This is an optimization exercise on Yosys and OpenROAD, whose aim is small area and a short achievable clock period, not a production implementation.

## 01-24
==> module HarmonicMean, before the edit <==
module HarmonicMean (
    input wire clk,
    input wire reset,
    input wire [15:0] data1,
    input wire [15:0] data2,
    input wire [15:0] data3,
    input wire [15:0] data4,
    input wire data_valid1,
    input wire data_valid2,
    input wire data_valid3,
    input wire data_valid4,
    output wire [15:0] harmonic_mean,
    output reg data_ready
);
wire [15:0] p12, p34, hm_num, hm_den;
hm_mul16lo u_m12 (.a(data1), .b(data2), .p(p12));
hm_mul16lo u_m34 (.a(data3), .b(data4), .p(p34));
hm_mul16lo u_mn (.a(p12), .b(p34), .p(hm_num));
hm_sum4 u_sum (.a(data1), .b(data2), .c(data3), .d(data4), .s(hm_den));
wire all_valid = data_valid1 & data_valid2 & data_valid3 & data_valid4;
wire [15:12] qa;
wire [15:0] a_r15;
hm_divrow #(.I(15)) u_a_row15 (.r(hm_num), .d(hm_den), .q(qa[15]), .rn(a_r15));
wire [15:0] a_r14;
hm_divrow #(.I(14)) u_a_row14 (.r(a_r15), .d(hm_den), .q(qa[14]), .rn(a_r14));
wire [15:0] a_r13;
hm_divrow #(.I(13)) u_a_row13 (.r(a_r14), .d(hm_den), .q(qa[13]), .rn(a_r13));
wire [15:0] a_r12;
hm_divrow #(.I(12)) u_a_row12 (.r(a_r13), .d(hm_den), .q(qa[12]), .rn(a_r12));
reg [15:0] rem_q;
reg [15:0] den_q;
reg [15:12] qhi_q;
always @(posedge clk or posedge reset) begin
    if (reset) begin
        rem_q <= 16'd0;
        den_q <= 16'd1;
        qhi_q <= 0;
        data_ready <= 1'b0;
    end else begin
        if (all_valid) begin
            rem_q <= a_r12;
            den_q <= hm_den;
            qhi_q <= qa;
        end
        data_ready <= all_valid;
    end
end
wire [11:0] qb;
wire [15:0] b_r11;
hm_divrow #(.I(11)) u_b_row11 (.r(rem_q), .d(den_q), .q(qb[11]), .rn(b_r11));
wire [15:0] b_r10;
hm_divrow #(.I(10)) u_b_row10 (.r(b_r11), .d(den_q), .q(qb[10]), .rn(b_r10));
wire [15:0] b_r9;
hm_divrow #(.I(9)) u_b_row9 (.r(b_r10), .d(den_q), .q(qb[9]), .rn(b_r9));
wire [15:0] b_r8;
hm_divrow #(.I(8)) u_b_row8 (.r(b_r9), .d(den_q), .q(qb[8]), .rn(b_r8));
wire [15:0] b_r7;
hm_divrow #(.I(7)) u_b_row7 (.r(b_r8), .d(den_q), .q(qb[7]), .rn(b_r7));
wire [15:0] b_r6;
hm_divrow #(.I(6)) u_b_row6 (.r(b_r7), .d(den_q), .q(qb[6]), .rn(b_r6));
wire [15:0] b_r5;
hm_divrow #(.I(5)) u_b_row5 (.r(b_r6), .d(den_q), .q(qb[5]), .rn(b_r5));
wire [15:0] b_r4;
hm_divrow #(.I(4)) u_b_row4 (.r(b_r5), .d(den_q), .q(qb[4]), .rn(b_r4));
wire [15:0] b_r3;
hm_divrow #(.I(3)) u_b_row3 (.r(b_r4), .d(den_q), .q(qb[3]), .rn(b_r3));
wire [15:0] b_r2;
hm_divrow #(.I(2)) u_b_row2 (.r(b_r3), .d(den_q), .q(qb[2]), .rn(b_r2));
wire [15:0] b_r1;
hm_divrow #(.I(1)) u_b_row1 (.r(b_r2), .d(den_q), .q(qb[1]), .rn(b_r1));
wire [15:0] b_r0;
hm_divrow #(.I(0)) u_b_row0 (.r(b_r1), .d(den_q), .q(qb[0]), .rn(b_r0));
assign harmonic_mean = {qhi_q, qb};
endmodule
export LEC_CHECK = 0
export ABC_AREA = 1
export CAP_MARGIN = 20
export CORE_MARGIN = 2
export CORE_UTILIZATION = 40
export SLEW_MARGIN = 20
create_clock -name core_clock -period 56.0 [get_ports {clk}]
standard.sh (not shown) runs the stock make flow with config.mk's settings and CLKGATE_MAP_FILE= SYNTH_SCRIPT=/design/flow/synth_recipe.tcl, a recipe that flattens the netlist after the stock synthesis.
==> flow/flow/run.sh <==
#!/bin/bash
# Standard synthesis, then full-adder polarity clean-up on its netlist, then the
# standard layout from that netlist. Each tool's output goes to its own log here.
set -euo pipefail
R=orfs/results/$FLOW_PLATFORM/HarmonicMean/base
bash standard.sh synth > synth.log 2>&1
cp $R/1_2_yosys.v 1_2_yosys.standard.v
python3 flow/fapol.py 1_2_yosys.standard.v $R/1_2_yosys.v > fapol.log 2>&1
bash standard.sh finish SETUP_SLACK_MARGIN=30 "BUFFER_PORTS_ARGS=-buffer_cell sky130_fd_sc_hd__buf_2" > layout.log 2>&1
Other scripts of this flow, unchanged in this note and not shown: flow/flow/fapol.py
Relative to 01-24, the following input files were edited for 03-10:
--- a/flow/design.v
+++ b/flow/design.v
@@ -19,5 +19,5 @@
 hm_sum4 u_sum (.a(data1), .b(data2), .c(data3), .d(data4), .s(hm_den));
 wire all_valid = data_valid1 & data_valid2 & data_valid3 & data_valid4;
-wire [15:12] qa;
+wire [15:10] qa;
 wire [15:0] a_r15;
 hm_divrow #(.I(15)) u_a_row15 (.r(hm_num), .d(hm_den), .q(qa[15]), .rn(a_r15));
@@ -28,7 +28,11 @@
 wire [15:0] a_r12;
 hm_divrow #(.I(12)) u_a_row12 (.r(a_r13), .d(hm_den), .q(qa[12]), .rn(a_r12));
+wire [15:0] a_r11;
+hm_divrow #(.I(11)) u_a_row11 (.r(a_r12), .d(hm_den), .q(qa[11]), .rn(a_r11));
+wire [15:0] a_r10;
+hm_divrow #(.I(10)) u_a_row10 (.r(a_r11), .d(hm_den), .q(qa[10]), .rn(a_r10));
 reg [15:0] rem_q;
 reg [15:0] den_q;
-reg [15:12] qhi_q;
+reg [15:10] qhi_q;
 always @(posedge clk or posedge reset) begin
     if (reset) begin
@@ -39,5 +43,5 @@
     end else begin
         if (all_valid) begin
-            rem_q <= a_r12;
+            rem_q <= a_r10;
             den_q <= hm_den;
             qhi_q <= qa;
@@ -46,11 +50,7 @@
     end
 end
-wire [11:0] qb;
-wire [15:0] b_r11;
-hm_divrow #(.I(11)) u_b_row11 (.r(rem_q), .d(den_q), .q(qb[11]), .rn(b_r11));
-wire [15:0] b_r10;
-hm_divrow #(.I(10)) u_b_row10 (.r(b_r11), .d(den_q), .q(qb[10]), .rn(b_r10));
+wire [9:0] qb;
 wire [15:0] b_r9;
-hm_divrow #(.I(9)) u_b_row9 (.r(b_r10), .d(den_q), .q(qb[9]), .rn(b_r9));
+hm_divrow #(.I(9)) u_b_row9 (.r(rem_q), .d(den_q), .q(qb[9]), .rn(b_r9));
 wire [15:0] b_r8;
 hm_divrow #(.I(8)) u_b_row8 (.r(b_r9), .d(den_q), .q(qb[8]), .rn(b_r8));
Results
Relative to 01-24, via count of the first global-routing pass has gone down in 03-10.
Worst hold slack delta (03-10 -> 01-24): insignificant
Summary of 03-10 over 01-24: post-route clock period utilization went up by 0.75 points.
Compared with 01-24, 03-10 ends up with a larger final cell area.
Changes observed in 03-10 relative to 01-24: slack of the critical path has decreased; initial core utilization now sits at about the same level; multi-input gate share of total cell area shows an increase of 0.50 points.
Comparing 03-10 and 01-24, die outline area is higher on 03-10.
Function was not checked in any run of this note: the RTL went through the layout flow alone.

-- separate check: timing with driven ports --
How much do the figures lean on ideal ports? The routed layouts below were timed once more, with nothing changed but the port constraints. Step 1 sets driving cells, clkbuf_16 on the clock port and buf_2 on the other inputs (assumed; they add their load-dependent delay and slew). Step 2 times the ports against the registers' clock, not the clock port: input delays grow and output delays shrink by t, the midpoint of the rising clock arrivals with the driver on. a / b / c = ideal / step 1 / step 2; a / b = the first two.
run | t (ns) | slack for setup (ns) | slew at the worst register clock pin (ns) | worst data-port slew with drivers (ns) | cell pins on the clock port's net
01-24 | 0.328 | 31.637 / 31.591 / 31.918 | 0.06 / 0.06 | 0.03 | 1
03-10 | 0.336 | 31.216 / 31.243 / 30.907 | 0.07 / 0.07 | 0.03 | 1
After both steps every run listed still meets setup and hold. The setup slack of 03-10, which loses most, moves by +0.027 ns with the drivers and by -0.309 ns with both steps.
